What follows belongs to an exercise in optimizing a design on an open flow for small area, a short achievable clock period and few clock cycles; a production flow would make more cautious choices.
At most, simulation tests tie the RTL to the original design; equivalence was not proved.
The RTL of runs 2 to 7 was laid out without a check of its function.
No activity file was given, so power comes from the tool's default toggle rates.

**flow/run.sh**
```bash
#!/bin/bash
# synth_recipe.tcl (not shown) runs the flow's synth.tcl, then flattens the netlist and writes it again
# the make line also repeats each setting of config.mk as NAME=value (left out here)
make -C /OpenROAD-flow-scripts/flow DESIGN_CONFIG=/design/flow/config.mk WORK_HOME=/design/flow/orfs CLKGATE_MAP_FILE= SYNTH_SCRIPT=/design/flow/synth_recipe.tcl finish
```
**flow/config.mk**
```make
export PLATFORM = sky130hd
export DESIGN_NAME = ysyx_22050612_divider
export DESIGN_NICKNAME = ysyx_22050612_divider
export VERILOG_FILES = /design/flow/design.v
export SDC_FILE = /design/flow/constraint.sdc
export NUM_CORES = 4
export LEC_CHECK = 0
export CAP_MARGIN = 20
export CORE_MARGIN = 2
export CORE_UTILIZATION = 40
export SLEW_MARGIN = 20
```
**flow/constraint.sdc**
```tcl
create_clock -name core_clock -period 10.0 [get_ports {clk}]
set_input_delay 2.0000 -clock core_clock [delete_from_list [all_inputs] [get_ports {clk}]]
set_output_delay 2.0000 -clock core_clock [all_outputs]
set_load 0.01 [all_outputs]
```
**flow/design.v**
```verilog
module ysyx_22050612_divider(
	input clk,
	input rst,
	input div_valid,
	input flush,
	input divw,
	input div_signed,
	input [63:0]dividend,
	input [63:0]divisor,
	output div_ready,
	output out_valid,
	output [63:0]quotient,
	output [63:0]remainder
);
reg quotient_signed_amend ; 
reg remainder_signed_amend;
reg divw_reg;
always @(posedge clk) begin
	if(rst || flush || out_valid) begin
		quotient_signed_amend  <= 1'b0;
		remainder_signed_amend <= 1'b0;
		divw_reg               <= 1'b0;
	end
	else if(div_valid && div_ready) begin
		if(divw) begin
			quotient_signed_amend  <= div_signed&&(dividend[31]^divisor[31]) ? 1'b1 : 1'b0;
			remainder_signed_amend <= div_signed&&dividend[31] ? 1'b1 : 1'b0;
		end
		else begin
			quotient_signed_amend  <= div_signed&&(dividend[63]^divisor[63]) ? 1'b1 : 1'b0;
			remainder_signed_amend <= div_signed&&dividend[63] ? 1'b1 : 1'b0;
		end
		divw_reg <= divw;
	end
end
wire [63:0]dividend_amend;
wire [63:0]divisor_amend;
assign dividend_amend = divw ? ((div_signed&&dividend[31]) ? {-dividend[31:0],32'b0} : {dividend[31:0],32'b0}) : ((div_signed&&dividend[63]) ? -dividend : dividend);
assign divisor_amend  = divw ? ((div_signed&& divisor[31]) ? {32'b0,-divisor[31:0]} : {32'b0,divisor[31:0]}) : ((div_signed&& divisor[63]) ? -divisor  : divisor );
reg [127:0] dividend_s;
reg [63:0]  divisor_s;
reg [8:0]   shift_times;
reg divider_working;
reg [63:0] s;
always @(posedge clk) begin
	if(rst || flush || out_valid) begin
		dividend_s   <= 128'b0;
		divisor_s    <= 64'b0;
		shift_times  <= 9'b0 ;
		divider_working <= 1'b0;
		s            <= 64'b0;
	end
	else if(div_valid && div_ready) begin
		dividend_s  <= {64'b0,dividend_amend};
		divisor_s   <= divisor_amend;
		shift_times  <= 9'b0 ;
		divider_working <= 1'b1;
		s            <= 64'b0;
	end
	else if(divider_working) begin
		if(part_sub[64]) begin
			dividend_s[127:1] <= dividend_s[126:0];
			s[63:1]     <= s[62:0];
			s[0]        <= 1'b0;
		end
		else begin
			dividend_s[127:64] <= part_sub[63:0];
			dividend_s[63:1] <= dividend_s[62:0];
			s[63:1]     <= s[62:0];
			s[0]        <= 1'b1;
		end
		shift_times <= shift_times + 1;
	end
end
wire [64:0]part_sub;
assign part_sub = dividend_s[127:63] - {1'b0,divisor_s};
assign div_ready = ~divider_working;
assign out_valid = divw_reg ? (shift_times == 9'd32) : (shift_times == 9'd64);
assign quotient  = out_valid ? (quotient_signed_amend ? -s : s) : 64'b0;
assign remainder = out_valid ? (remainder_signed_amend ? -dividend_s[127:64] : dividend_s[127:64]) : 64'b0;
endmodule
```
==> flow_summary.json, run 1 <==
{
  "status": "complete, no violations",
  "ys_warn_count": 1,
  "yosys.area.top_type_share": 0.2580,
  "critPathSlowestCell": "or4_1",
  "setup_viol": 0,
  "dpl.cell_count": 3604,
  "min_from": "divisor_s[63]",
  "slew_violations": 0,
  "fin_nets": 3167,
  "cts_tree": "yes",
  "min_path_type": "flip-flop to flip-flop",
  "cp_data_required_time_ps": 8000,
  "path_cells": "or4_1 > nor4_1 > nand3_1 > or4_1 > or2_1 > nor4b_2 > nand2_1 > o31ai_1 > xor2_1 > nor2_1 > clkdlybuf4s50_1",
  "critPathTopFamily": "simple AND/OR/NAND/NOR gates",
  "holdPathEnd": "divisor_s[63]",
  "numCtsBuffers": 35,
  "worstPathBufferInverterCount": 1,
  "vias": 21507,
  "synth_area_um2": 20870,
  "yosysTopAreaCell": "dfxtp_1",
  "rows": 83,
  "crit_path_start_kind": "flip-flop",
  "final_common_cell": "nor2_1",
  "via_per_inst": 5.863,
  "synth-edff-count": 0,
  "synth.area.top_cells": "dfxtp_1, xor2_1, nor2_1",
  "crit_path_end_kind": "primary output",
  "ys_types": 77,
  "wl_per_cell_um": 20.08,
  "cts_root_buf": "clkbuf_16",
  "firstDrtPassIters": 5,
  "grt_max_degree": 97,
  "rr_endpoint": "dividend_s[70]",
  "post_cts_resized": 0,
  "final_cell_mix": "nor2_1, dfxtp_1, clkdlybuf4s50_1",
  "drc_errors": 0,
  "pin_count": 264,
  "drive_gt1_frac": 0.04386,
  "clock_latency_ps": 560,
  "tightest_slew_ps": 1089,
  "p_leak_nw": 9.622,
  "slew_headroom": 0.2742,
  "postCtsSetupBuffers": 0,
  "finalPower_w": 0.003235,
  "finClkSkew_ps": 22.21,
  "final-hold-violation-count": 0,
  "die_area_um2": 54020,
  "reg_top3": "dividend_s x128, divisor_s x64, s x64",
  "seq_area_frac_synth": 0.2580,
  "start_util": 0.4060,
  "clockBufferDepth": 3,
  "reg2regPathDepth": 15,
  "grt_pass1_wl_mm": 114.2,
  "synth.avg_cell_area_um2": 7.435,
  "tns_ps": 0,
  "cts-hold-fix-buffers": 0,
  "fillers": 5156,
  "die_x_um": 232.4,
  "worstHoldPathCells": 2,
  "place_hpwl_mm": 56.02,
  "cts_sinks": 269,
  "r2r_start": "dividend_s[63]",
  "maxCapViolCount": 0,
  "antenna_found_initial": 3,
  "fmax_mhz": 145.3,
  "largest_register_ffs": 128,
  "rrSetupSlack_ps": 4290,
  "syn_to_final_growth_pct": 20.47,
  "die_h_um": 232.4,
  "grt_overflow": 0,
  "crit_arrival_ps": 4880,
  "drt_iter0_markers": 1616,
  "place_congestion": 1.012,
  "numPortBuffers": 263,
  "ys_ff_latch": 269,
  "peakVddDrop_uv": 100.6,
  "ant_nets": 0,
  "regMostFlops": "dividend_s",
  "grtUsageTotal": 0.2646,
  "synth_async_sr_flop_share": 0,
  "rsz0062_at_grt": "false",
  "ys_dominant_reg_cell": "dfxtp_1",
  "syn_inst": 2807,
  "drt-total-wl_mm": 73.65,
  "h-tree-depth": 2,
  "cp_common_cell": "or4_1",
  "syn-num-nets": 3012,
  "critPathMaxFanout": 8,
  "worst-setup-path-type": "flip-flop to primary output",
  "power.density_nw_per_um2": 128.6,
  "fin_cells": 3668,
  "clkTransAtPathRegs_ps": 60,
  "grt_pass1_vias": 20163,
  "min_period_ps": 6883,
  "core-area_um2": 51410,
  "finalCritPeriodShare": 0.6883,
  "critPathMaxStageDelay_ps": 650
}
Yosys cell counts (all sizes together), types with 28 or more instances:
library cell  number
a211oi            44
a21oi            212
a221oi            62
and3              70
clkbuf           169
dfxtp            269
ha                70
inv              105
mux2i            108
nand2            190
nand3             42
nand4             29
nor2             420
nor3              58
nor4              28
o21ai            168
o22ai             43
o31ai             52
o41ai             35
or3               41
or4               31
xnor2            128
xor2             209
kinds of logic after synthesis:
logic type | Yosys count | synth area share
xor gates and xnor gates | 337 | 0.1414
muxes | 108 | 0.05180
adders and majority gates | 71 | 0.04292
buffers and inverters | 283 | 0.05114
AOI/OAI and AO/OA | 743 | 0.2282
DFF | 269 | 0.2580
and+or+nand+nor | 996 | 0.2265
per-layer routing:
layer / track usage / part of all wire / up-vias
met1: 0.3541 / 0.44 / 10282
met5: 0 / 0.00033 / -
li1: - / - / 10392
met3: 0.02819 / 0.059 / 112
met2: 0.4427 / 0.47 / 717
met4: 0.08774 / 0.029 / 4
power by group:
part           total [W]  internal (W)  switching, W
registers        0.00112       0.00109     0.0000224
clock network    0.00125      0.000735      0.000520
logic           0.000863      0.000344      0.000519
total            0.00323       0.00217       0.00106
per-stage QoR:
step	utilization	hold slack, ps	worst slack, ps	instance area, um2
3_5_place_dp	0.4667	467.5	3738	23990
3_3_place_gp	0.4667	444.1	3845	23990
2_1_floorplan	-	419.8	4700	20870
5_1_grt	0.4891	513.9	2885	25140
4_1_cts	0.4884	476.7	3123	25110
6_report	0.4891	473.3	3117	25140
area by class of cell:
cell class              instances  area (um2)  area share
clock inverters                17       153.9    0.006121
repair buffers                295        2893      0.1151
inverters                     106       397.9     0.01582
clock buffers                  45       963.4     0.03832
well taps                     680       850.8     0.03384
flip-flops and latches        269        5394      0.2145
multi-input cells            2255       14490      0.5762
diodes                          1       2.502  0.00009953
worst reg2reg max path, stage by stage, from the launching register on:
cell	delay (ps)
dfxtp_1	380
inv_1	80
ha_1	300
fa_1	430
nand2b_1	190
a21oi_1	180
o2111ai_1	260
o31ai_1	740
a31oi_1	180
buf_4	220
o41ai_1	560
nor3_2	290
nor2_4	710
buf_4	590
mux2i_1	350
a21oi_1	100
how the worst max path moves through the flow:
stage	from	to	slack [ps]	depth (start not counted)
2_1_floorplan	s[2]	quotient[61]	4700	10
4_1_cts	dividend_s[76]	remainder[63]	3120	11
5_1_grt	dividend_s[66]	remainder[57]	2880	10
6_report	dividend_s[76]	remainder[63]	3120	11
3_5_place_dp	dividend_s[76]	remainder[63]	3740	11
3_3_place_gp	dividend_s[76]	remainder[63]	3840	11
Testbench counts, summed over its fixed seeds: cycles 46,344.
==> run 2, diff against run 1 <==
==> flow/design.v (replaced) <==
module ysyx_22050612_divider(
	input clk,
	input rst,
	input div_valid,
	input flush,
	input divw,
	input div_signed,
	input [63:0]dividend,
	input [63:0]divisor,
	output div_ready,
	output out_valid,
	output [63:0]quotient,
	output [63:0]remainder
);
reg        busy;     
reg        done;     
reg [63:0] rem;      
reg [63:0] dsr;      
reg [63:0] quo;      
reg [5:0]  cnt;      
reg        qneg, rneg;
assign div_ready = ~busy;
assign out_valid = done;
wire accept = div_valid & ~busy;
wire sa = div_signed & (divw ? dividend[31] : dividend[63]);
wire sb = div_signed & (divw ? divisor[31]  : divisor[63]);
wire [63:0] a_in = divw ? {32'b0, dividend[31:0]} : dividend;
wire [63:0] b_in = divw ? {32'b0, divisor[31:0]}  : divisor;
wire [63:0] a_neg = -a_in;
wire [63:0] b_neg = -b_in;
wire [63:0] aa = sa ? (divw ? {32'b0, a_neg[31:0]} : a_neg) : a_in;
wire [63:0] bb = sb ? (divw ? {32'b0, b_neg[31:0]} : b_neg) : b_in;
wire [63:0] xa = divw ? {32'b0, dividend[31:0] ^ {32{sa}}} : (dividend ^ {64{sa}});
wire [63:0] xb = divw ? {32'b0, divisor[31:0]  ^ {32{sb}}} : (divisor  ^ {64{sb}});
wire ma = &(~xa[63:1] | xa[62:0]);
wire mb = &(~xb[63:1] | xb[62:0]);
function [6:0] nbits(input [63:0] x);
	integer i;
	begin
		nbits = 7'd0;
		for (i = 0; i < 64; i = i + 1)
			if (x[i]) nbits = i + 1;
	end
endfunction
wire [6:0] la = nbits(xa) + {6'b0, sa & ma};
wire [6:0] lb = nbits(xb) + {6'b0, sb & mb};
wire [7:0] sh = {1'b0, la} - {1'b0, lb};
wire       bzero = ~|b_in;
wire       qzero = sh[7];    
wire [63:0] dsh  = dsr << cnt;
wire [64:0] diff = {1'b0, rem} - {1'b0, dsh};
wire        qbit = ~diff[64];
always @(posedge clk) begin
	if (rst || flush) begin
		busy <= 1'b0;
		done <= 1'b0;
	end else if (accept) begin
		busy <= ~(bzero | qzero);
		done <= bzero | qzero;
	end else begin
		busy <= busy & (cnt != 6'd0);
		done <= busy & (cnt == 6'd0);
	end
end
always @(posedge clk) begin
	if (accept) begin
		rem  <= aa;
		dsr  <= bb;
		quo  <= bzero ? (divw ? 64'h00000000FFFFFFFF : 64'hFFFFFFFFFFFFFFFF) : 64'b0;
		cnt  <= sh[5:0];
		qneg <= div_signed & (divw ? (dividend[31] ^ divisor[31]) : (dividend[63] ^ divisor[63]));
		rneg <= sa;
	end else if (busy) begin
		if (qbit) rem <= diff[63:0];
		quo <= {quo[62:0], qbit};
		cnt <= cnt - 6'd1;
	end
end
assign quotient  = qneg ? -quo : quo;
assign remainder = rneg ? -rem : rem;
endmodule
==> flow_summary.json, run 2 <==
{
  "status": "complete, no violations",
  "finClkSkew_ps": 19.65,
  "wl_per_cell_um": 22.57,
  "diodes": 0,
  "min_path_type": "flip-flop to flip-flop",
  "grtUsageTotal": 0.2787,
  "synth_async_sr_flop_share": 0,
  "h-tree-depth": 1,
  "critPathMaxFanout": 69,
  "crit_path_end_kind": "flip-flop",
  "cts_tree": "yes",
  "syn_to_final_growth_pct": 13.77,
  "setup_viol": 0,
  "drive_gt1_frac": 0.05046,
  "die_area_um2": 67690,
  "ys_ff_latch": 202,
  "grt_overflow": 0,
  "pin_count": 264,
  "fin_area_um2": 29860,
  "syn_inst": 3462,
  "yosys.area.top_type_share": 0.2288,
  "die_x_um": 260.2,
  "vias": 27128,
  "antenna_found_initial": 1,
  "synth_top_family_by_area": "compound AO/OA/AOI/OAI gates",
  "final-hold-violation-count": 0,
  "numPortBuffers": 263,
  "grt_pass1_vias": 23962,
  "finalCritPeriodShare": 0.7765,
  "numCtsBuffers": 23,
  "synth_area_um2": 26250,
  "critPathTopFamily": "compound AO/OA/AOI/OAI gates",
  "synth_common_cells": "nand2_1, nor2_1, o21ai_0",
  "core-area_um2": 64700,
  "synth_compound_area_frac": 0.2727,
  "worst-setup-path-type": "input port to flip-flop",
  "critPathMaxStageDelay_ps": 900,
  "via_per_inst": 6.218,
  "power.density_nw_per_um2": 225.7,
  "min_period_ps": 7765,
  "synth-edff-count": 200,
  "synth.most_common_cell": "nand2_1",
  "synth.area.top_cells": "edfxtp_1, xnor2_1, nand2_1",
  "holdWs_ps": 597.4,
  "fin_util": 0.4616,
  "crit_arrival_ps": 8210,
  "grt_max_degree": 88,
  "rows": 93,
  "synth-xor-area-share": 0.09877,
  "final_common_cell": "nand2_1",
  "drt-total-wl_mm": 98.48,
  "syn-num-nets": 3679,
  "p_leak_nw": 10.81,
  "die_h_um": 260.2,
  "cts-hold-fix-buffers": 0,
  "grt_pass1_wl_mm": 147.9,
  "postCtsSetupBuffers": 0,
  "ys_dominant_reg_cell": "edfxtp_1",
  "firstDrtPassIters": 6,
  "fmax_mhz": 128.8,
  "drc_errors": 0,
  "peakVddDrop_uv": 117.0,
  "cp_data_required_time_ps": 10440,
  "place_congestion": 0.9698,
  "slew_violations": 0,
  "fin_nets": 3708,
  "cts_root_buf": "clkbuf_16",
  "synth_fa_ha_area_frac": 0.04014,
  "rsz0062_at_grt": "false",
  "synthMuxAreaShare": 0.07465,
  "critPathSlowestCell": "clkdlybuf4s50_1",
  "yosysTopAreaCell": "edfxtp_1",
  "ant_nets": 0,
  "cts_sinks": 202,
  "post_cts_resized": 0,
  "path_cells": "clkdlybuf4s50_1 > mux2_2 > nand2_1 > inv_2 > buf_4 > nand3_1 > a32oi_1 > o211ai_1 > a21oi_1 > o21ai_1 > a211oi_1 > a2111oi_0 > a31o_1 > ha_1 > ha_1 > ha_1 > a21o_1 > a21o_1 > a21o_1 > nand2_1 > a21boi_0 > o21a_1 > o211ai_1 > a2111oi_0",
  "ys_types": 93,
  "reg_top3": "dsr x64, quo x64, rem x64",
  "clkTransAtPathRegs_ps": 60,
  "tightest_slew_ps": 959.9,
  "seq_area_frac_synth": 0.2303,
  "ys_warn_count": 1,
  "fin_cells": 4363,
  "dpl.cell_count": 4320,
  "placed_area_um2": 29110,
  "final_cell_mix": "nand2_1, nor2_1, o21ai_0",
  "synth.avg_cell_area_um2": 7.582,
  "tns_ps": 0,
  "clockBufferDepth": 3,
  "start_util": 0.4057,
  "place_hpwl_mm": 76.30,
  "drt_iter0_markers": 3468,
  "crit_path_start_kind": "input port",
  "slew_headroom": 0.3600,
  "yosys.area_share.simple": 0.2273,
  "clock_latency_ps": 570,
  "maxCapViolCount": 0,
  "worstPathBufferInverterCount": 3
}
run 2: per-stage QoR:
stage               setup WS (ps)  power [W]
global route                 1928   0.007177
CTS                          2410   0.006676
global placement             1990   0.005803
finish                       2235   0.006741
detailed placement           1846   0.005800
floorplan                    1420   0.004403
run 2: kinds of logic after synthesis:
logic type / after synthesis
AND/OR/NAND/NOR: 1255
AO/OA/AOI/OAI: 1105
flip-flops: 202
multiplexers: 133
XOR/XNOR: 296
buffers and inverters: 388
adder cells (fa/ha/maj): 83
run 2: worst paths after layout:
path | start | end | slack, ps | depth (start not counted)
worst min-delay path | quo[14] | quo[15] | 600 | 1
worst max-delay path | dividend[63] | busy | 2230 | 24
worst min register to register | quo[14] | quo[15] | 600 | 1
worst max register to register | cnt[0] | rem[10] | 3370 | 20
run 2: cell type report:
cell class              count  area, um2
clock buffers              30      631.9
repair buffers            298       2895
inverters                  94      355.3
fillers                  6569      34830
well taps                 855       1070
flip-flops and latches    202       6046
clock inverters            12      106.4
multi-input cells        2872      18760
run 2: worst reg2reg max path: stages, from the launching register on:
cell and delay [ps]:
edfxtp_1 320, buf_4 330, buf_4 610, mux4_2 650, nand2_1 90, nand2_1 90, o21ai_0 430, o21ai_0 260
nand2b_1 250, ha_1 190, nand2_1 90, or3_1 440, o2111a_1 260, a21oi_1 120, buf_4 170, a31o_1 230
a221o_1 340, a21boi_1 150, or2_1 290, a31oi_4 160, buf_4 700
run 2: layer usage:
| layer | GRT usage | routed length (um) |
|---|---|---|
| met1 | 0.4261 | 45600 |
| met2 | 0.4153 | 42150 |
| met3 | 0.02807 | 8018 |
| met4 | 0.07143 | 2715 |
| met5 | 0 | 0 |
run 2: power breakdown:
| group | leakage, nW | total, W | internal [W] | switching (W) |
|---|---|---|---|---|
| Clock | 0.354 | 0.000852 | 0.000475 | 0.000378 |
| Combinational | 8.43 | 0.00441 | 0.00186 | 0.00255 |
| Sequential | 2.03 | 0.00148 | 0.00122 | 0.000260 |
| Total | 10.8 | 0.00674 | 0.00355 | 0.00319 |
==> run 3, diff against run 2 <==
--- a/flow/config.mk
+++ b/flow/config.mk
@@ -5,7 +5,9 @@
 export SDC_FILE = /design/flow/constraint.sdc
 export NUM_CORES = 4
 export LEC_CHECK = 0
+export ABC_CLOCK_PERIOD_IN_PS = 3000
 export CAP_MARGIN = 20
 export CORE_MARGIN = 2
 export CORE_UTILIZATION = 40
+export SETUP_SLACK_MARGIN = 5
 export SLEW_MARGIN = 20
==> flow_summary.json, run 3 <==
{
  "drt_iter0_markers": 3647,
  "ant_nets": 0,
  "worstHoldPathCells": 1,
  "maxCapViolCount": 0,
  "slew_headroom": 0.2404,
  "startpoint": "rem[6]",
  "wl_per_cell_um": 23.54,
  "fillers": 6193,
  "synth_area_um2": 26250,
  "numPortBuffers": 263,
  "tns_ps": 0,
  "peakVddDrop_uv": 137.5,
  "crit_path_start_kind": "flip-flop",
  "antenna_found_initial": 3,
  "holdPathEnd": "quo[10]",
  "critPathMaxStageDelay_ps": 530,
  "yosysTopAreaCell": "edfxtp_1",
  "synth.avg_cell_area_um2": 7.582,
  "rows": 93,
  "synth.most_common_cell": "nand2_1",
  "setup_ws_ps": 3804,
  "finalCritPeriodShare": 0.6196,
  "die_x_um": 260.2,
  "reg_top3": "dsr x64, quo x64, rem x64",
  "grt_overflow": 0,
  "clkTransAtPathRegs_ps": 70,
  "rrSetupSlack_ps": 4670,
  "min_from": "quo[9]",
  "grt_pass1_vias": 25634,
  "seq_area_frac_synth": 0.2303,
  "r2r_start": "cnt[1]",
  "final_common_cell": "nand2_1",
  "crit_arrival_ps": 4200,
  "min_period_ps": 6196,
  "min_path_type": "flip-flop to flip-flop",
  "via_per_inst": 6.305,
  "synth.area.top_cells": "edfxtp_1, xnor2_1, nand2_1",
  "h-tree-depth": 1,
  "drive_gt1_frac": 0.2447,
  "final-hold-violation-count": 0,
  "firstDrtPassIters": 9,
  "reg2regPathDepth": 22,
  "place_congestion": 0.9815,
  "slew_violations": 0,
  "cp_common_cell": "or3_4",
  "power.density_nw_per_um2": 223.0,
  "grt_max_degree": 122,
  "cts_sinks": 202,
  "pin_count": 264,
  "die_area_um2": 67690,
  "clockBufferDepth": 3,
  "vias": 28720,
  "final_cell_mix": "nand2_1, nor2_1, xnor2_1",
  "synth_async_sr_flop_share": 0,
  "dp_slack_ps": 1760,
  "synth_common_cells": "nand2_1, nor2_1, o21ai_0",
  "ys_types": 93,
  "grt_pass1_wl_mm": 157.7,
  "cts-hold-fix-buffers": 0,
  "core-area_um2": 64700,
  "p_leak_nw": 13.05,
  "cts_root_buf": "clkbuf_16",
  "cp_data_required_time_ps": 8000,
  "finClkSkew_ps": 17.82,
  "start_util": 0.4057,
  "tightest_slew_ps": 1139,
  "synth-edff-count": 200,
  "drt-total-wl_mm": 107.2,
  "status": "complete, no violations",
  "rr_endpoint": "rem[17]",
  "yosys.area.top_type_share": 0.2288,
  "worst-setup-path-type": "flip-flop to primary output",
  "syn_inst": 3462,
  "ys_warn_count": 1,
  "ys_dominant_reg_cell": "edfxtp_1",
  "critPathSlowestCell": "or4_1",
  "fin_nets": 3899,
  "path_cells": "or4_1 > or2_1 > or3_4 > nor4_4 > nand3_4 > or3_4 > or3_4 > or3_4 > buf_4 > o31ai_4 > xnor2_1 > buf_2",
  "rsz0062_at_grt": "true",
  "syn_to_final_growth_pct": 31.14,
  "place_hpwl_mm": 76.32,
  "setup_viol": 0,
  "die_h_um": 260.2,
  "fmax_mhz": 161.4,
  "cts_tree": "yes",
  "critPathMaxFanout": 5,
  "crit_path_end_kind": "primary output",
  "grtUsageTotal": 0.2972,
  "numCtsBuffers": 23,
  "ys_ff_latch": 202,
  "syn-num-nets": 3679,
  "clock_latency_ps": 570,
  "drc_errors": 0
}
[run 3: what timing repair did]
action,CTS,global route
buffers inserted,99,77
setup endpoints to repair,298,266
resized for setup,948,340
pin swaps,121,133
gates cloned,15,6
[run 3: layer usage]
| layer | share of wire | global-route usage |
|---|---|---|
| met5 | 0 | 0 |
| met2 | 0.44 | 0.4446 |
| met3 | 0.087 | 0.03119 |
| met1 | 0.44 | 0.4406 |
| met4 | 0.039 | 0.1063 |
[run 3: layout make-up]
cell class	instances	area (um2)	share of cell area
Sequential cell	202	6046	0.1756
Timing Repair Buffer	483	4481	0.1302
Clock inverter	8	81.33	0.002363
Timing Repair inverter	2	17.52	0.0005089
Inverter	94	379.1	0.01101
Multi-Input combinational cell	2876	21710	0.6307
Antenna cell	1	2.502	0.00007270
Tap cell	855	1070	0.03108
Clock buffer	34	636.9	0.01850
[run 3: logic make-up (layout without fill, tap and decap cells)]
group / after synthesis / count (layout) / synth area share
and+or+nand+nor: 1255 / 1259 / 0.2273
AOI/OAI and AO/OA: 1105 / 1105 / 0.2727
buffers and inverters: 388 / 621 / 0.05615
xor gates and xnor gates: 296 / 296 / 0.09877
DFF: 202 / 202 / 0.2303
muxes: 133 / 133 / 0.07465
adders and majority gates: 83 / 83 / 0.04014
other: 0 / 1 / 0
[run 3: worst max path at each step]
stage               slack (ps)  cells past startpoint       endpoint
CTS                       3630                     12  remainder[59]
floorplan                 4000                     23           busy
global route              3710                     10  remainder[62]
detailed placement        1760                     20           busy
global placement          2060                     20           busy
finish                    3800                     12  remainder[59]
[run 3: through the flow]
| step | instances | hold WS (ps) | area [um2] | utilization | power [W] |
|---|---|---|---|---|---|
| global placement | 4315 | 581.3 | 29430 | 0.4549 | 0.005858 |
| finish | 4555 | 593.9 | 34420 | 0.5321 | 0.007677 |
| detailed placement | 4315 | 581.0 | 29430 | 0.4549 | 0.005856 |
| CTS | 4471 | 595.9 | 32650 | 0.5047 | 0.007112 |
| floorplan | 3462 | 558.3 | 26800 | - | 0.004488 |
| global route | 4555 | 610.0 | 34420 | 0.5321 | 0.008092 |
[run 3: critical path: cells and delay by family (launching register included)]
family	cells	cell delay (ps)
AO/OA/AOI/OAI	1	170
flip-flops	1	420
AND/OR/NAND/NOR	8	2600
XOR/XNOR	1	130
buffers and inverters	2	310
[run 3: report_power, final]
group / leakage (nW) / internal [W] / switching (W)
combinational: 10.7 / 0.00233 / 0.00296
clock: 0.350 / 0.000470 / 0.000373
sequential: 2.03 / 0.00122 / 0.000320
==> run 4, diff against run 3 <==
--- a/flow/design.v
+++ b/flow/design.v
@@ -17,7 +17,7 @@
 reg [63:0] rem;      
 reg [63:0] dsr;      
 reg [63:0] quo;      
-reg [5:0]  cnt;      
+reg [4:0]  cnt;      
 reg        qneg, rneg;
 assign div_ready = ~busy;
 assign out_valid = done;
@@ -47,9 +47,20 @@
 wire [7:0] sh = {1'b0, la} - {1'b0, lb};
 wire       bzero = ~|b_in;
 wire       qzero = sh[7];    
-wire [63:0] dsh  = dsr << cnt;
-wire [64:0] diff = {1'b0, rem} - {1'b0, dsh};
-wire        qbit = ~diff[64];
+wire [63:0] d1 = dsr << {cnt, 1'b0};
+wire [64:0] s1 = {1'b0, rem} - {1'b0, d1};
+wire [65:0] s2 = {2'b0, rem} - {1'b0, d1, 1'b0};
+wire [66:0] ta = {3'b0, rem};
+wire [66:0] tb = ~{3'b0, d1};
+wire [66:0] tc = ~{2'b0, d1, 1'b0};
+wire [66:0] cs = ta ^ tb ^ tc;
+wire [66:0] cc = (ta & tb) | (ta & tc) | (tb & tc);
+wire [66:0] s3 = cs - ~{cc[65:0], 1'b1};
+wire ge1 = ~s1[64];
+wire ge2 = ~s2[65];
+wire ge3 = ~s3[66];
+wire [1:0] qd = ge3 ? 2'd3 : ge2 ? 2'd2 : ge1 ? 2'd1 : 2'd0;
+wire [63:0] rnext = ge3 ? s3[63:0] : ge2 ? s2[63:0] : ge1 ? s1[63:0] : rem;
 always @(posedge clk) begin
 	if (rst || flush) begin
 		busy <= 1'b0;
@@ -58,8 +69,8 @@
 		busy <= ~(bzero | qzero);
 		done <= bzero | qzero;
 	end else begin
-		busy <= busy & (cnt != 6'd0);
-		done <= busy & (cnt == 6'd0);
+		busy <= busy & (cnt != 5'd0);
+		done <= busy & (cnt == 5'd0);
 	end
 end
 always @(posedge clk) begin
@@ -67,13 +78,13 @@
 		rem  <= aa;
 		dsr  <= bb;
 		quo  <= bzero ? (divw ? 64'h00000000FFFFFFFF : 64'hFFFFFFFFFFFFFFFF) : 64'b0;
-		cnt  <= sh[5:0];
+		cnt  <= sh[5:1];
 		qneg <= div_signed & (divw ? (dividend[31] ^ divisor[31]) : (dividend[63] ^ divisor[63]));
 		rneg <= sa;
 	end else if (busy) begin
-		if (qbit) rem <= diff[63:0];
-		quo <= {quo[62:0], qbit};
-		cnt <= cnt - 6'd1;
+		rem <= rnext;
+		quo <= {quo[61:0], qd};
+		cnt <= cnt - 5'd1;
 	end
 end
 assign quotient  = qneg ? -quo : quo;
--- a/flow/config.mk
+++ b/flow/config.mk
@@ -5,9 +5,7 @@
 export SDC_FILE = /design/flow/constraint.sdc
 export NUM_CORES = 4
 export LEC_CHECK = 0
-export ABC_CLOCK_PERIOD_IN_PS = 3000
 export CAP_MARGIN = 20
 export CORE_MARGIN = 2
 export CORE_UTILIZATION = 40
-export SETUP_SLACK_MARGIN = 5
 export SLEW_MARGIN = 20
==> flow_summary.json, run 4 <==
{
  "status": "complete, no violations",
  "place_congestion": 1.031,
  "fmax_mhz": 119.7,
  "synth-edff-count": 199,
  "cp_data_required_time_ps": 8000,
  "power.density_nw_per_um2": 404.6,
  "fin_nets": 4858,
  "ys_types": 88,
  "holdWs_ps": 605.0,
  "min_period_ps": 8358,
  "cts_root_buf": "clkbuf_16",
  "pin_count": 264,
  "post_cts_resized": 0,
  "h-tree-depth": 1,
  "critPathMaxStageDelay_ps": 680,
  "clkTransAtPathRegs_ps": 60,
  "dp_slack_ps": 1697,
  "drive_gt1_frac": 0.04699,
  "postCtsSetupBuffers": 0,
  "rsz0062_at_grt": "false",
  "drt-total-wl_mm": 137.1,
  "crit_path_start_kind": "flip-flop",
  "firstDrtPassIters": 5,
  "die_x_um": 293.8,
  "cts-hold-fix-buffers": 0,
  "synth.area.top_cells": "edfxtp_1, ha_1, xnor2_1",
  "setup_ws_ps": 1642,
  "critPathTopFamily": "simple AND/OR/NAND/NOR gates",
  "cp_common_cell": "or4_1",
  "slew_violations": 0,
  "synth_common_cells": "nand2_1, nor2_1, a21oi_1",
  "die_h_um": 293.8,
  "via_per_inst": 6.419,
  "ys_warn_count": 1,
  "cts_tree": "yes",
  "seq_area_frac_synth": 0.1790,
  "syn-num-nets": 4817,
  "reg_top3": "dsr x64, quo x64, rem x64",
  "cts_sinks": 201,
  "tns_ps": 0,
  "min_path_type": "flip-flop to flip-flop",
  "worst-setup-path-type": "flip-flop to primary output",
  "die_area_um2": 86340,
  "place_hpwl_mm": 108.6,
  "rows": 106,
  "grt_pass1_wl_mm": 206.0,
  "maxCapViolCount": 0,
  "drt_iter0_markers": 3901,
  "p_leak_nw": 14.21,
  "final_common_cell": "nand2_1",
  "grt_pass1_vias": 32554,
  "synth.avg_cell_area_um2": 7.620,
  "vias": 35641,
  "synth_area_um2": 33600,
  "final_cell_mix": "nand2_1, nor2_1, a21oi_1",
  "worstPathBufferInverterCount": 1,
  "critPathSlowestCell": "or4_1",
  "drc_errors": 0,
  "ant_nets": 0,
  "synth_async_sr_flop_share": 0,
  "critPathMaxFanout": 8,
  "setup_viol": 0,
  "core-area_um2": 83420,
  "tightest_slew_ps": 1183,
  "peakVddDrop_uv": 249.1,
  "synth.most_common_cell": "nand2_1",
  "path_cells": "or4_1 > or3_1 > or4_1 > or4_1 > or4_1 > or4_1 > or4_1 > o31ai_2 > a21boi_2 > o21ai_1 > xnor2_1 > clkdlybuf4s50_1",
  "finalCritPeriodShare": 0.8358,
  "numPortBuffers": 263,
  "grt_max_degree": 81,
  "slew_headroom": 0.1913,
  "clock_latency_ps": 590,
  "syn_to_final_growth_pct": 12.24,
  "yosysTopAreaCell": "edfxtp_1",
  "syn_inst": 4410,
  "start_util": 0.4028,
  "fin_util": 0.4521,
  "wl_per_cell_um": 24.69,
  "antenna_found_initial": 10,
  "crit_path_end_kind": "primary output",
  "finClkSkew_ps": 24.10,
  "final-hold-violation-count": 0,
  "ys_dominant_reg_cell": "edfxtp_1",
  "crit_arrival_ps": 6360,
  "clockBufferDepth": 3,
  "fillers": 8497,
  "yosys.area.top_type_share": 0.1778,
  "grtUsageTotal": 0.3060,
  "numCtsBuffers": 24,
  "ys_ff_latch": 201,
  "grt_overflow": 0
}
## run 4: report_power, final
part / switching, W / leakage (nW) / internal [W]
logic: 0.00753 / 11.8 / 0.00500
clock network: 0.000414 / 0.383 / 0.000518
registers: 0.000481 / 2.00 / 0.00131
## run 4: per-layer routing
layer | vias to the layer above | global-route usage | share of wire | wire [um]
li1 | 16533 | - | - | -
met1 | 17169 | 0.4358 | 0.44 | 59790
met2 | 1696 | 0.4740 | 0.44 | 60370
met3 | 233 | 0.04962 | 0.092 | 12610
met4 | 10 | 0.08972 | 0.031 | 4237
met5 | - | 0 | 0.00047 | 64
## run 4: cell families (layout without fill, tap and decap cells)
group                    after synthesis  in the layout  share of synthesized area
AO/OA/AOI/OAI                       1519           1519                     0.2923
XOR/XNOR                             405            405                     0.1056
adder cells (fa/ha/maj)              273            273                     0.1166
buffers and inverters                442            501                    0.04967
flip-flops                           201            201                     0.1790
multiplexers                         119            119                    0.05153
other                                  0              3                          0
AND/OR/NAND/NOR                     1451           1451                     0.2053
## run 4: stage by stage
step,instances,area [um2],total power [W]
CTS,5548,37690,0.01492
finish,5552,37720,0.01526
global route,5551,37710,0.01634
detailed placement,5504,36890,0.01390
floorplan,4410,33600,0.01033
global placement,5503,36880,0.01396
## run 4: final cells by class
class | count | area, um2 | share of cell area
Antenna cell | 3 | 7.507 | 0.0001990
Tap cell | 1080 | 1351 | 0.03583
Clock buffer | 25 | 604.3 | 0.01602
Sequential cell | 201 | 6016 | 0.1595
Clock inverter | 19 | 191.4 | 0.005075
Inverter | 142 | 535.5 | 0.01420
Multi-Input combinational cell | 3767 | 25960 | 0.6882
Timing Repair Buffer | 315 | 3053 | 0.08094
## run 4: worst paths after layout
check | startpoint | slack (ps) | cells past startpoint | end
max reg2reg | cnt[1] | 2000 | 20 | rem[18]
min | quo[18] | 600 | 1 | quo[20]
min reg2reg | quo[18] | 600 | 1 | quo[20]
max | rem[6] | 1640 | 12 | remainder[62]
==> run 5, diff against run 4 <==
==> flow/design.v (replaced) <==
module ysyx_22050612_divider(
	input clk,
	input rst,
	input div_valid,
	input flush,
	input divw,
	input div_signed,
	input [63:0]dividend,
	input [63:0]divisor,
	output div_ready,
	output out_valid,
	output [63:0]quotient,
	output [63:0]remainder
);
reg        v1;
reg [63:0] xa1, xb1;    
reg        sa1, sb1;    
reg        w1, z1;      
reg        busy;        
reg        done;        
reg [63:0] rem;         
reg [63:0] dsr;         
reg [63:0] quo;         
reg [4:0]  cnt;         
reg        qneg, rneg;
wire go = v1 & ~busy;   
assign div_ready = ~v1 | go;
assign out_valid = done;
wire accept = div_valid & div_ready;
wire sa = div_signed & (divw ? dividend[31] : dividend[63]);
wire sb = div_signed & (divw ? divisor[31]  : divisor[63]);
wire [63:0] xa = divw ? {32'b0, dividend[31:0] ^ {32{sa}}} : (dividend ^ {64{sa}});
wire [63:0] xb = divw ? {32'b0, divisor[31:0]  ^ {32{sb}}} : (divisor  ^ {64{sb}});
wire        bz = divw ? ~|divisor[31:0] : ~|divisor;
always @(posedge clk) begin
	if (rst || flush) v1 <= 1'b0;
	else              v1 <= accept | (v1 & ~go);
end
always @(posedge clk) begin
	if (accept) begin
		xa1 <= xa;
		xb1 <= xb;
		sa1 <= sa;
		sb1 <= sb;
		w1  <= divw;
		z1  <= bz;
	end
end
function [6:0] nbits(input [63:0] x);
	integer i;
	begin
		nbits = 7'd0;
		for (i = 0; i < 64; i = i + 1)
			if (x[i]) nbits = i + 1;
	end
endfunction
wire ma = &(~xa1[63:1] | xa1[62:0]);
wire mb = &(~xb1[63:1] | xb1[62:0]);
wire [6:0] la = nbits(xa1) + {6'b0, sa1 & ma};
wire [6:0] lb = nbits(xb1) + {6'b0, sb1 & mb};
wire [7:0] sh = {1'b0, la} - {1'b0, lb};
wire       qzero = sh[7];    
wire [63:0] aa = xa1 + {63'b0, sa1};
wire [63:0] bb = xb1 + {63'b0, sb1};
wire [64:0] s1 = {1'b0, rem} - {1'b0, dsr};
wire [65:0] s2 = {2'b0, rem} - {1'b0, dsr, 1'b0};
wire [66:0] ta = {3'b0, rem};
wire [66:0] tb = ~{3'b0, dsr};
wire [66:0] tc = ~{2'b0, dsr, 1'b0};
wire [66:0] cs = ta ^ tb ^ tc;
wire [66:0] cc = (ta & tb) | (ta & tc) | (tb & tc);
wire [66:0] s3 = cs - ~{cc[65:0], 1'b1};
wire ge1 = ~s1[64];
wire ge2 = ~s2[65];
wire ge3 = ~s3[66];
wire [1:0] qd = ge3 ? 2'd3 : ge2 ? 2'd2 : ge1 ? 2'd1 : 2'd0;
wire [63:0] rnext = ge3 ? s3[63:0] : ge2 ? s2[63:0] : ge1 ? s1[63:0] : rem;
always @(posedge clk) begin
	if (rst || flush) begin
		busy <= 1'b0;
		done <= 1'b0;
	end else if (go) begin
		busy <= ~(z1 | qzero);
		done <= z1 | qzero;
	end else begin
		busy <= busy & (cnt != 5'd0);
		done <= busy & (cnt == 5'd0);
	end
end
always @(posedge clk) begin
	if (go) begin
		rem  <= aa;
		dsr  <= bb << {sh[5:1], 1'b0};
		quo  <= z1 ? (w1 ? 64'h00000000FFFFFFFF : 64'hFFFFFFFFFFFFFFFF) : 64'b0;
		cnt  <= sh[5:1];
		qneg <= sa1 ^ sb1;
		rneg <= sa1;
	end else if (busy) begin
		rem <= rnext;
		dsr <= dsr >> 2;
		quo <= {quo[61:0], qd};
		cnt <= cnt - 5'd1;
	end
end
assign quotient  = qneg ? -quo : quo;
assign remainder = rneg ? -rem : rem;
endmodule
==> flow_summary.json, run 5 <==
{
  "rows": 112,
  "synth-edff-count": 331,
  "postCtsSetupBuffers": 0,
  "synthMuxAreaShare": 0.03278,
  "vias": 35955,
  "synth_common_cells": "nand2_1, nor2_1, a21oi_1",
  "yosys.area.top_type_share": 0.2658,
  "place_congestion": 0.9859,
  "drc_errors": 0,
  "die_x_um": 309.8,
  "met1_usage": 0.3881,
  "cts_sinks": 334,
  "peakVddDrop_uv": 115.3,
  "crit_path_end_kind": "primary output",
  "grt_max_degree": 118,
  "ys_dominant_reg_cell": "edfxtp_1",
  "place_hpwl_mm": 106.8,
  "final_common_cell": "nand2_1",
  "clockBufferDepth": 3,
  "grt_overflow": 0,
  "pin_count": 264,
  "synth.avg_cell_area_um2": 8.111,
  "grtUsageTotal": 0.2721,
  "h-tree-depth": 2,
  "worst-setup-path-type": "flip-flop to primary output",
  "tightest_slew_ps": 1020,
  "grt_pass1_wl_mm": 201.9,
  "ys_types": 88,
  "critPathMaxFanout": 6,
  "syn-num-nets": 5020,
  "diodes": 0,
  "synth_area_um2": 37400,
  "die_area_um2": 95960,
  "seq_area_frac_synth": 0.2674,
  "numCtsBuffers": 40,
  "status": "complete, no violations",
  "post_cts_resized": 0,
  "worstPathBufferInverterCount": 1,
  "die_h_um": 309.8,
  "synth.area.top_cells": "edfxtp_1, xnor2_1, ha_1",
  "synth_compound_area_frac": 0.2380,
  "via_per_inst": 6.041,
  "maxCapViolCount": 0,
  "critPathSlowestCell": "nor3_1",
  "tns_ps": 0,
  "p_leak_nw": 15.67,
  "drt-total-wl_mm": 134.7,
  "startpoint": "rem[8]",
  "grtUsageMet2": 0.4175,
  "yosys.area_share.simple": 0.1983,
  "synth_top_family_by_area": "compound AO/OA/AOI/OAI gates",
  "cp_data_required_time_ps": 8000,
  "slew_violations": 0,
  "syn_inst": 4611,
  "critPathTopFamily": "simple AND/OR/NAND/NOR gates",
  "synth_async_sr_flop_share": 0,
  "path_cells": "or4_4 > nor3_1 > nand4_1 > or4_1 > nand2b_1 > nor3_1 > nand3_1 > or4_1 > o41ai_1 > xnor2_1 > clkdlybuf4s50_1",
  "numPortBuffers": 263,
  "rsz0062_at_grt": "false",
  "ys_ff_latch": 334,
  "finalCritPeriodShare": 0.7640,
  "crit_arrival_ps": 5640,
  "synth_fa_ha_area_frac": 0.1054,
  "setup_viol": 0,
  "firstDrtPassIters": 6,
  "slew_headroom": 0.3200,
  "clkTransAtPathRegs_ps": 60,
  "min_path_type": "flip-flop to flip-flop",
  "synth-xor-area-share": 0.1133,
  "fin_util": 0.4538,
  "busiest_layer": "met2",
  "finClkSkew_ps": 18.36,
  "synth.most_common_cell": "nand2_1",
  "antenna_found_initial": 2,
  "placed_area_um2": 40940,
  "grt_use_met3": 0.04406,
  "crit_path_start_kind": "flip-flop",
  "fin_nets": 5080,
  "r2r_start": "xb1[2]",
  "syn_to_final_growth_pct": 12.90,
  "cts-hold-fix-buffers": 0,
  "final_cell_mix": "nand2_1, nor2_1, a21oi_1",
  "yosysTopAreaCell": "edfxtp_1",
  "power.density_nw_per_um2": 147.1,
  "fin_area_um2": 42230,
  "fmax_mhz": 130.9,
  "start_util": 0.4019,
  "drt_iter0_markers": 3807,
  "grt_pass1_vias": 32836,
  "min_from": "busy",
  "ys_warn_count": 1,
  "min_period_ps": 7640,
  "final-hold-violation-count": 0,
  "ant_nets": 0,
  "cts_root_buf": "clkbuf_16",
  "clock_latency_ps": 580,
  "drive_gt1_frac": 0.04087,
  "critPathMaxStageDelay_ps": 720,
  "wl_per_cell_um": 22.62,
  "cts_tree": "yes",
  "finalPower_w": 0.006212,
  "core-area_um2": 93050,
  "dpl.cell_count": 5883,
  "fin_cells": 5952
}
[run 5: worst reg2reg max path, stage by stage (launching register included)]
cell and delay [ps]:
edfxtp_1 530, nor2_1 110, o31ai_1 290, nand2_1 100, a211oi_1 310, o31ai_1 130, a311oi_1 340, o31ai_1 110
a31oi_1 380, o31ai_1 210, a21oi_1 180, ha_1 280, fa_4 1070, buf_4 840, mux2_2 430, o21ai_0 380
mux2i_1 180, mux2_2 310, a21oi_1 200, o221ai_1 140, o21ai_0 100, o21ai_0 90
[run 5: final cells by class]
class,count,area (um2)
Timing Repair Buffer,294,2873
Tap cell,1254,1569
Clock buffer,45,1020
Inverter,165,624.3
Fill cell,9388,50820
Multi-Input combinational cell,3836,25870
Clock inverter,24,267.8
Sequential cell,334,10000
[run 5: final timing paths]
kind / end / slack, ps / cells after the start
max reg2reg: dsr[61] / 3040 / 21
min reg2reg: done / 600 / 2
max: remainder[62] / 2360 / 11
min: done / 600 / 2
[run 5: power breakdown]
group          switching, W  internal (W)
combinational       0.00175       0.00110
sequential         0.000185       0.00168
clock              0.000632      0.000864
[run 5: cells by family after synthesis]
family / after synthesis
simple gates: 1564
fa+ha+maj: 275
mux: 117
buf+inv: 441
compound gates: 1396
flops: 334
xor+xnor: 484
[run 5: layer usage]
layer | part of all wire | routed length, um
met1 | 0.45 | 60320
met2 | 0.44 | 58830
met3 | 0.080 | 10780
met4 | 0.035 | 4705
met5 | 0.00023 | 31
[run 5: stage by stage]
| stage | hold slack (ps) | worst slack [ps] |
|---|---|---|
| finish | 599.6 | 2360 |
| detailed placement | 587.4 | 3037 |
| global route | 628.9 | 2170 |
| global placement | 570.8 | 3014 |
| CTS | 601.7 | 2405 |
| floorplan | 496.6 | 3146 |
==> run 6, diff against run 5 <==
--- a/flow/design.v
+++ b/flow/design.v
@@ -21,12 +21,13 @@
 reg [63:0] rem;         
 reg [63:0] dsr;         
 reg [63:0] quo;         
+reg [63:0] quom;        
 reg [4:0]  cnt;         
 reg        qneg, rneg;
 wire go = v1 & ~busy;   
-assign div_ready = ~v1 | go;
+wire load1 = ~v1 | go;  
+assign div_ready = load1;
 assign out_valid = done;
-wire accept = div_valid & div_ready;
 wire sa = div_signed & (divw ? dividend[31] : dividend[63]);
 wire sb = div_signed & (divw ? divisor[31]  : divisor[63]);
 wire [63:0] xa = divw ? {32'b0, dividend[31:0] ^ {32{sa}}} : (dividend ^ {64{sa}});
@@ -34,10 +35,10 @@
 wire        bz = divw ? ~|divisor[31:0] : ~|divisor;
 always @(posedge clk) begin
 	if (rst || flush) v1 <= 1'b0;
-	else              v1 <= accept | (v1 & ~go);
+	else              v1 <= (div_valid & load1) | (v1 & ~go);
 end
 always @(posedge clk) begin
-	if (accept) begin
+	if (load1) begin
 		xa1 <= xa;
 		xb1 <= xb;
 		sa1 <= sa;
@@ -60,19 +61,24 @@
 wire [6:0] lb = nbits(xb1) + {6'b0, sb1 & mb};
 wire [7:0] sh = {1'b0, la} - {1'b0, lb};
 wire       qzero = sh[7];    
-wire [63:0] aa = xa1 + {63'b0, sa1};
 wire [63:0] bb = xb1 + {63'b0, sb1};
-wire [64:0] s1 = {1'b0, rem} - {1'b0, dsr};
-wire [65:0] s2 = {2'b0, rem} - {1'b0, dsr, 1'b0};
-wire [66:0] ta = {3'b0, rem};
-wire [66:0] tb = ~{3'b0, dsr};
-wire [66:0] tc = ~{2'b0, dsr, 1'b0};
-wire [66:0] cs = ta ^ tb ^ tc;
-wire [66:0] cc = (ta & tb) | (ta & tc) | (tb & tc);
-wire [66:0] s3 = cs - ~{cc[65:0], 1'b1};
-wire ge1 = ~s1[64];
-wire ge2 = ~s2[65];
-wire ge3 = ~s3[66];
+wire [63:0] qz = w1 ? 64'h00000000FFFFFFFF : 64'hFFFFFFFFFFFFFFFF;
+function is_m1(input [66:0] a, input [66:0] b);
+	begin
+		is_m1 = ~(a[0] ^ b[0]) & (&((a[66:1] ^ b[66:1]) ^ (a[65:0] & b[65:0])));
+	end
+endfunction
+wire [66:0] ta = {{3{rneg & rem[63]}}, rem};
+wire [66:0] t1 = ~{3'b0, dsr};
+wire [66:0] t2 = ~{2'b0, dsr, 1'b0};
+wire [66:0] s1 = ta - {3'b0, dsr};
+wire [66:0] s2 = ta - {2'b0, dsr, 1'b0};
+wire [66:0] cs = ta ^ t1 ^ t2;
+wire [66:0] cc = {(ta[65:0] & t1[65:0]) | (ta[65:0] & t2[65:0]) | (t1[65:0] & t2[65:0]), 1'b1};
+wire [66:0] s3 = cs - ~cc;
+wire ge1 = ~s1[66] | (rneg & is_m1(ta, t1));
+wire ge2 = ~s2[66] | (rneg & is_m1(ta, t2));
+wire ge3 = ~s3[66] | (rneg & is_m1(cs, cc));
 wire [1:0] qd = ge3 ? 2'd3 : ge2 ? 2'd2 : ge1 ? 2'd1 : 2'd0;
 wire [63:0] rnext = ge3 ? s3[63:0] : ge2 ? s2[63:0] : ge1 ? s1[63:0] : rem;
 always @(posedge clk) begin
@@ -89,19 +95,21 @@
 end
 always @(posedge clk) begin
 	if (go) begin
-		rem  <= aa;
+		rem  <= xa1;
 		dsr  <= bb << {sh[5:1], 1'b0};
-		quo  <= z1 ? (w1 ? 64'h00000000FFFFFFFF : 64'hFFFFFFFFFFFFFFFF) : 64'b0;
+		quo  <= z1 ? qz : 64'b0;
+		quom <= z1 ? {qz[63:1], 1'b0} : 64'hFFFFFFFFFFFFFFFF;
 		cnt  <= sh[5:1];
 		qneg <= sa1 ^ sb1;
 		rneg <= sa1;
 	end else if (busy) begin
-		rem <= rnext;
-		dsr <= dsr >> 2;
-		quo <= {quo[61:0], qd};
-		cnt <= cnt - 5'd1;
+		rem  <= rnext;
+		dsr  <= dsr >> 2;
+		quo  <= {quo[61:0], qd};
+		quom <= (qd != 2'd0) ? {quo[61:0], qd - 2'd1} : {quom[61:0], 2'b11};
+		cnt  <= cnt - 5'd1;
 	end
 end
-assign quotient  = qneg ? -quo : quo;
-assign remainder = rneg ? -rem : rem;
+assign quotient  = qneg ? ~quom : quo;
+assign remainder = rneg ? ~rem : rem;
 endmodule
==> flow_summary.json, run 6 <==
{
  "syn_to_final_growth_pct": 13.44,
  "syn_inst": 4587,
  "synth.area.top_cells": "edfxtp_1, fa_1, ha_1",
  "met1_usage": 0.4045,
  "yosysTopAreaCell": "edfxtp_1",
  "wl_per_cell_um": 25.90,
  "rrSetupSlack_ps": 2170,
  "die_area_um2": 104700,
  "cp_data_required_time_ps": 10350,
  "fillers": 9965,
  "ys_types": 93,
  "fin_cells": 6122,
  "clock_latency_ps": 660,
  "worstHoldPathCells": 2,
  "crit_path_start_kind": "flip-flop",
  "dpl.cell_count": 6027,
  "synthMuxAreaShare": 0.04173,
  "start_util": 0.4025,
  "maxCapViolCount": 0,
  "place_congestion": 1.015,
  "yosys.area_share.simple": 0.1630,
  "firstDrtPassIters": 6,
  "reg2regPathDepth": 21,
  "antenna_found_initial": 9,
  "finClkSkew_ps": 30.00,
  "numCtsBuffers": 50,
  "grt_pass1_vias": 34971,
  "yosys.area.top_type_share": 0.2905,
  "final-hold-violation-count": 0,
  "synth_common_cells": "nand2_1, nor2_1, edfxtp_1",
  "min_from": "quo[6]",
  "vias": 36343,
  "slew_headroom": 0.1551,
  "status": "complete, no violations",
  "place_hpwl_mm": 126.7,
  "synth-edff-count": 395,
  "power.density_nw_per_um2": 196.0,
  "slew_violations": 0,
  "rsz0062_at_grt": "false",
  "fmax_mhz": 127.6,
  "grtUsageTotal": 0.2986,
  "pin_count": 264,
  "grt_max_degree": 138,
  "cts-hold-fix-buffers": 0,
  "r2r_start": "xa1[2]",
  "grt_use_met3": 0.08422,
  "setup_viol": 0,
  "min_path_type": "flip-flop to flip-flop",
  "fin_nets": 5314,
  "p_leak_nw": 17.88,
  "final_cell_mix": "nand2_1, nor2_1, edfxtp_1",
  "fin_util": 0.4566,
  "synth_async_sr_flop_share": 0,
  "synth_fa_ha_area_frac": 0.1895,
  "cts_root_buf": "clkbuf_16",
  "tightest_slew_ps": 1267,
  "h-tree-depth": 2,
  "core-area_um2": 101400,
  "crit_arrival_ps": 8180,
  "syn-num-nets": 5189,
  "die_x_um": 323.5,
  "grtUsageMet2": 0.4500,
  "numPortBuffers": 263,
  "ys_ff_latch": 398,
  "cts_tree": "yes",
  "min_period_ps": 7834,
  "synth.avg_cell_area_um2": 8.903,
  "grt_overflow": 0,
  "cts_sinks": 398,
  "rr_endpoint": "dsr[58]",
  "peakVddDrop_uv": 165.2,
  "holdWs_ps": 574.9,
  "synth-xor-area-share": 0.08793,
  "critPathSlowestCell": "fa_4",
  "ant_nets": 0,
  "rows": 117,
  "finalPower_w": 0.009080,
  "postCtsSetupBuffers": 0,
  "ys_dominant_reg_cell": "edfxtp_1",
  "tns_ps": 0,
  "seq_area_frac_synth": 0.2919,
  "final_common_cell": "nand2_1",
  "drt-total-wl_mm": 158.5,
  "synth_area_um2": 40840,
  "holdPathEnd": "quo[8]",
  "ys_warn_count": 1,
  "clkTransAtPathRegs_ps": 60,
  "synth_compound_area_frac": 0.1705,
  "drc_errors": 0,
  "synth_top_family_by_area": "adder cells",
  "drt_iter0_markers": 4197,
  "drive_gt1_frac": 0.04233,
  "busiest_layer": "met2",
  "critPathMaxFanout": 44,
  "synth.most_common_cell": "nand2_1",
  "path_cells": "or2_2 > a21boi_0 > o31ai_1 > a21boi_0 > o31ai_1 > a21boi_0 > nor3b_1 > o41ai_1 > nor2_1 > ha_1 > inv_1 > fa_4 > clkinv_1 > a21oi_1 > o21ai_0 > o21ai_1 > nor2_1 > a21oi_1 > nor2_1 > a211oi_1 > o21ai_0",
  "crit_path_end_kind": "flip-flop",
  "critPathMaxStageDelay_ps": 1160,
  "post_cts_resized": 0,
  "worst-setup-path-type": "flip-flop to flip-flop",
  "via_per_inst": 5.936,
  "die_h_um": 323.5,
  "grt_pass1_wl_mm": 231.3,
  "finalCritPeriodShare": 0.7834,
  "clockBufferDepth": 3
}
run 6: final cells by class:
cell class,count,area (um2),share of cell area
antenna,6,15.01,0.0003241
tap,1368,1712,0.03695
inverter,353,1335,0.02882
multi-input combinational,3608,26790,0.5783
sequential,398,11920,0.2573
clock buffer,59,1306,0.02820
timing repair buffer,301,2945,0.06358
clock inverter,29,301.5,0.006509
run 6: cells by family after synthesis:
| kind of cell | Yosys count |
|---|---|
| xor gates and xnor gates | 410 |
| adders and majority gates | 468 |
| AOI/OAI and AO/OA | 1114 |
| DFF | 398 |
| buffers and inverters | 581 |
| and+or+nand+nor | 1449 |
| muxes | 167 |
run 6: report_power, final:
group / switching, W / leakage [nW] / internal [W]
clock network: 0.000794 / 0.778 / 0.00106
logic: 0.00321 / 13.2 / 0.00173
registers: 0.000253 / 3.92 / 0.00204
total: 0.00425 / 17.9 / 0.00483
run 6: worst max path at each step:
stage	startpoint	endpoint	slack (ps)	cells past startpoint
floorplan	dsr[20]	rem[10]	3220	16
global placement	xa1[2]	dsr[58]	1660	23
detailed placement	xa1[2]	dsr[58]	1690	21
CTS	xa1[2]	dsr[58]	1650	21
global route	xb1[3]	dsr[48]	1560	23
finish	xa1[2]	dsr[58]	2170	21
run 6: through the flow:
stage                     setup WS (ps)  area [um2]
after floorplan                    3224       40840
after global placement             1655       44670
after detailed placement           1692       44670
after CTS                          1649       46280
after global routing               1560       46310
final                              2166       46320
run 6: critical path, delay by kind of cell, from the launching register on:
| family | cells | cell delay [ps] |
|---|---|---|
| AO/OA/AOI/OAI | 12 | 4340 |
| adder cells (fa/ha/maj) | 2 | 1510 |
| buffers and inverters | 2 | 580 |
| flip-flops | 1 | 420 |
| AND/OR/NAND/NOR | 5 | 680 |
run 6: routing by layer:
metal,up-vias,part of all wire
li1,16679,-
met1,17815,0.42
met5,-,0.00021
met4,4,0.041
met3,275,0.097
met2,1570,0.44
==> run 7, diff against run 6 <==
--- a/flow/design.v
+++ b/flow/design.v
@@ -48,11 +48,36 @@
 	end
 end
 function [6:0] nbits(input [63:0] x);
+	reg [31:0] v1; reg [4:0] p1 [0:31];
+	reg [15:0] v2; reg [4:0] p2 [0:15];
+	reg [7:0]  v3; reg [4:0] p3 [0:7];
+	reg [3:0]  v4; reg [4:0] p4 [0:3];
+	reg [1:0]  v5; reg [4:0] p5 [0:1];
+	reg [5:0]  p;
 	integer i;
 	begin
-		nbits = 7'd0;
-		for (i = 0; i < 64; i = i + 1)
-			if (x[i]) nbits = i + 1;
+		for (i = 0; i < 32; i = i + 1) begin
+			v1[i] = x[2*i+1] | x[2*i];
+			p1[i] = {4'b0, x[2*i+1]};
+		end
+		for (i = 0; i < 16; i = i + 1) begin
+			v2[i] = v1[2*i+1] | v1[2*i];
+			p2[i] = v1[2*i+1] ? {3'b0, 1'b1, p1[2*i+1][0]} : {3'b0, 1'b0, p1[2*i][0]};
+		end
+		for (i = 0; i < 8; i = i + 1) begin
+			v3[i] = v2[2*i+1] | v2[2*i];
+			p3[i] = v2[2*i+1] ? {2'b0, 1'b1, p2[2*i+1][1:0]} : {2'b0, 1'b0, p2[2*i][1:0]};
+		end
+		for (i = 0; i < 4; i = i + 1) begin
+			v4[i] = v3[2*i+1] | v3[2*i];
+			p4[i] = v3[2*i+1] ? {1'b0, 1'b1, p3[2*i+1][2:0]} : {1'b0, 1'b0, p3[2*i][2:0]};
+		end
+		for (i = 0; i < 2; i = i + 1) begin
+			v5[i] = v4[2*i+1] | v4[2*i];
+			p5[i] = v4[2*i+1] ? {1'b1, p4[2*i+1][3:0]} : {1'b0, p4[2*i][3:0]};
+		end
+		p = v5[1] ? {1'b1, p5[1]} : {1'b0, p5[0]};
+		nbits = (v5[1] | v5[0]) ? {1'b0, p} + 7'd1 : 7'd0;
 	end
 endfunction
 wire ma = &(~xa1[63:1] | xa1[62:0]);
--- a/flow/config.mk
+++ b/flow/config.mk
@@ -8,4 +8,5 @@
 export CAP_MARGIN = 20
 export CORE_MARGIN = 2
 export CORE_UTILIZATION = 40
+export SETUP_SLACK_MARGIN = 5
 export SLEW_MARGIN = 20
==> flow_summary.json, run 7 <==
{
  "status": "complete, no violations",
  "place_congestion": 1.035,
  "setup_viol": 0,
  "slew_violations": 0,
  "die_area_um2": 106700,
  "grt_overflow": 0,
  "numPortBuffers": 263,
  "critPathTopFamily": "compound AO/OA/AOI/OAI gates",
  "start_util": 0.4030,
  "critPathMaxFanout": 7,
  "cp_data_required_time_ps": 10390,
  "core-area_um2": 103300,
  "p_leak_nw": 21.47,
  "syn_inst": 4770,
  "final_common_cell": "nand2_1",
  "synth.avg_cell_area_um2": 8.732,
  "final_cell_mix": "nand2_1, inv_1, nor2_1",
  "syn-num-nets": 5374,
  "yosys.area.top_type_share": 0.2848,
  "worst-setup-path-type": "flip-flop to flip-flop",
  "min_path_type": "flip-flop to flip-flop",
  "clock_latency_ps": 670,
  "antenna_found_initial": 18,
  "critPathMaxStageDelay_ps": 860,
  "vias": 40121,
  "synth.most_common_cell": "nand2_1",
  "synth-edff-count": 395,
  "via_per_inst": 5.969,
  "synth.area.top_cells": "edfxtp_1, fa_1, ha_1",
  "seq_area_frac_synth": 0.2862,
  "drive_gt1_frac": 0.1957,
  "drt_iter0_markers": 4764,
  "fmax_mhz": 181.1,
  "r2r_start": "xa1[27]",
  "clkTransAtPathRegs_ps": 70,
  "worstPathBufferInverterCount": 3,
  "grt_max_degree": 117,
  "final-hold-violation-count": 0,
  "holdPathEnd": "quo[14]",
  "synth_async_sr_flop_share": 0,
  "clockBufferDepth": 3,
  "dpl.cell_count": 6209,
  "ys_ff_latch": 398,
  "grt_pass1_wl_mm": 258.8,
  "min_from": "quo[12]",
  "routed.top_layer": "met5",
  "fillers": 9565,
  "reg2regPathDepth": 21,
  "crit_path_start_kind": "flip-flop",
  "die_h_um": 326.7,
  "fin_cells": 6722,
  "rr_endpoint": "dsr[61]",
  "yosysTopAreaCell": "edfxtp_1",
  "drt-total-wl_mm": 182.2,
  "tightest_slew_ps": 1135,
  "peakVddDrop_uv": 299.6,
  "slew_headroom": 0.2403,
  "path_cells": "nor4_4 > nand4b_1 > buf_4 > a21oi_2 > o32ai_4 > a2111o_1 > ha_4 > nor2b_4 > ha_4 > inv_2 > fa_4 > buf_12 > mux2_4 > o21ai_4 > nor2_2 > a31oi_4 > mux2i_4 > mux2i_4 > o22ai_1 > a221oi_1 > o21ai_1",
  "ant_nets": 0,
  "wl_per_cell_um": 27.11,
  "ys_dominant_reg_cell": "edfxtp_1",
  "tns_ps": 0,
  "critPathSlowestCell": "fa_4",
  "grtUsageTotal": 0.3275,
  "cts_tree": "yes",
  "finalCritPeriodShare": 0.5523,
  "rrSetupSlack_ps": 4480,
  "ys_types": 92,
  "maxCapViolCount": 0,
  "synth_common_cells": "nand2_1, inv_1, nor2_1",
  "cts_sinks": 398,
  "cts_root_buf": "clkbuf_16",
  "crit_path_end_kind": "flip-flop",
  "ys_warn_count": 11,
  "wl_met1_mm": 72.41,
  "pin_count": 264,
  "route.met3.wl_mm": 18.00,
  "finClkSkew_ps": 43.31,
  "fin_nets": 5906,
  "firstDrtPassIters": 7,
  "crit_arrival_ps": 5920,
  "dr_wl_met2_mm": 80.34,
  "min_period_ps": 5523,
  "finalPower_w": 0.01589,
  "h-tree-depth": 2,
  "synth_area_um2": 41650,
  "rows": 118,
  "syn_to_final_growth_pct": 31.02,
  "drc_errors": 0,
  "grt_pass1_vias": 38193,
  "worstHoldPathCells": 2,
  "numCtsBuffers": 49,
  "die_x_um": 326.7,
  "power.density_nw_per_um2": 291.3,
  "place_hpwl_mm": 134.5,
  "rsz0062_at_grt": "true"
}
==> run 7: changes by cell type after synthesis, moves of 11 or more <==
cell | before | now
inv_1 | 352 | 480
xnor2_1 | 164 | 227
a31oi_1 | 95 | 70
o21ai_1 | 10 | 33
xor2_1 | 246 | 224
clkbuf_1 | 166 | 185
nor2_1 | 427 | 445
nor4_1 | 84 | 102
o21a_1 | 18 | 35
o31ai_1 | 31 | 15
a21boi_0 | 24 | 10
mux2i_1 | 141 | 127
nand2_1 | 531 | 520
or4_1 | 7 | 18
==> run 7: what timing repair did <==
action                                  4_1_cts  5_1_grt
endpoints found under the setup margin      280      254
hold endpoints to repair                      0        0
hold buffers                                  0        0
setup buffers                               260      127
gates resized for setup                     479      320
pin swaps                                   114      156
gates cloned                                 22       12
==> run 7: worst reg2reg max path, delay by kind of cell, from the launching register on <==
kind | cells | cell delay (ps)
buffers and inverters | 3 | 400
adder cells (fa/ha/maj) | 3 | 1400
flip-flops | 1 | 430
AND/OR/NAND/NOR | 4 | 740
multiplexers | 3 | 640
AO/OA/AOI/OAI | 8 | 1670
==> run 7: routing by layer <==
metal,GRT usage,up-vias
met4,0.1647,18
met3,0.07408,465
li1,-,17925
met1,0.4293,19621
met2,0.5080,2092
met5,0,-
==> run 7: through the flow <==
stage               hold WS [ps]  instance area, um2  worst slack [ps]  utilization
global placement           547.0               45610              2573       0.4413
floorplan                  464.3               41830              5005            -
detailed placement         559.3               45620              2589       0.4414
global route               595.6               54570              4310       0.5280
CTS                        575.1               52000              4502       0.5031
finish                     570.4               54570              4477       0.5280
==> run 7: cells by family (layout without fill, tap and decap cells) <==
logic type / Yosys count / after routing / share of synthesized area
and+or+nand+nor: 1462 / 1462 / 0.1611
other: 0 / 3 / 0
DFF: 398 / 398 / 0.2862
xor gates and xnor gates: 451 / 451 / 0.09484
adders and majority gates: 470 / 470 / 0.1864
buffers and inverters: 721 / 1290 / 0.06612
muxes: 156 / 156 / 0.03998
AOI/OAI and AO/OA: 1112 / 1112 / 0.1653
==> run 7: layout make-up <==
type | instances | area, um2 | share of cell area
Timing Repair inverter | 2 | 27.53 | 0.0005044
Sequential cell | 398 | 11920 | 0.2185
Timing Repair Buffer | 718 | 7456 | 0.1366
Tap cell | 1380 | 1727 | 0.03164
Multi-Input combinational cell | 3651 | 29810 | 0.5463
Clock inverter | 32 | 382.9 | 0.007016
Antenna cell | 3 | 7.507 | 0.0001376
Clock buffer | 56 | 1274 | 0.02334
Inverter | 482 | 1964 | 0.03600
==> run 7: how the worst max path moves through the flow <==
| stage | endpoint | startpoint | depth (start not counted) | slack (ps) |
|---|---|---|---|---|
| 2_1_floorplan | dsr[55] | xa1[27] | 19 | 5010 |
| 3_3_place_gp | dsr[61] | xb1[47] | 20 | 2570 |
| 3_5_place_dp | dsr[59] | xa1[62] | 19 | 2590 |
| 4_1_cts | dsr[61] | xa1[24] | 21 | 4500 |
| 5_1_grt | dsr[61] | xa1[21] | 24 | 4310 |
| 6_report | dsr[61] | xa1[27] | 21 | 4480 |
==> run 7: where the power goes <==
part           total (W)  switching (W)  internal (W)
Combinational     0.0116        0.00660       0.00499
Clock            0.00192       0.000801       0.00112
Sequential       0.00238       0.000277       0.00211

[separate check: timing with driven ports]
How much do the figures lean on ideal ports? The routed layouts below were timed once more, with nothing changed but the port constraints. Step 1: set_driving_cell puts a clkbuf_16 on clk and a buf_2 on each other input, an assumption about the parent block. Step 2, shift: input delay + t, output delay - t, t = (earliest + latest rising clock arrival at the registers) / 2. This alone moves slack from input paths to output paths. Three values: ideal ports, drivers, drivers and shift; two values: the first two.
run	t, ns	setup WS [ns]	clock arrival spread, ns	worst data-port slew with drivers (ns)	pins driven straight from the clock port
run 1	0.611	3.117 / 3.055 / 3.666	0.025 / 0.024	0.09	1
run 2	0.613	2.235 / 2.270 / 1.657	0.019 / 0.020	0.09	1
run 3	0.614	3.804 / 3.746 / 3.293	0.018 / 0.018	0.18	1
run 4	0.642	1.642 / 1.581 / 1.639	0.024 / 0.024	0.10	1
run 5	0.638	2.360 / 2.294 / 2.932	0.019 / 0.020	0.07	1
run 6	0.716	2.166 / 2.166 / 2.166	0.031 / 0.031	0.07	1
run 7	0.722	4.477 / 4.477 / 4.477	0.043 / 0.043	0.07	1
After both steps setup and hold are still met in every run listed. For run 2, which loses most, drivers alone change the setup slack by +0.035 ns; drivers and shift together by -0.578 ns.
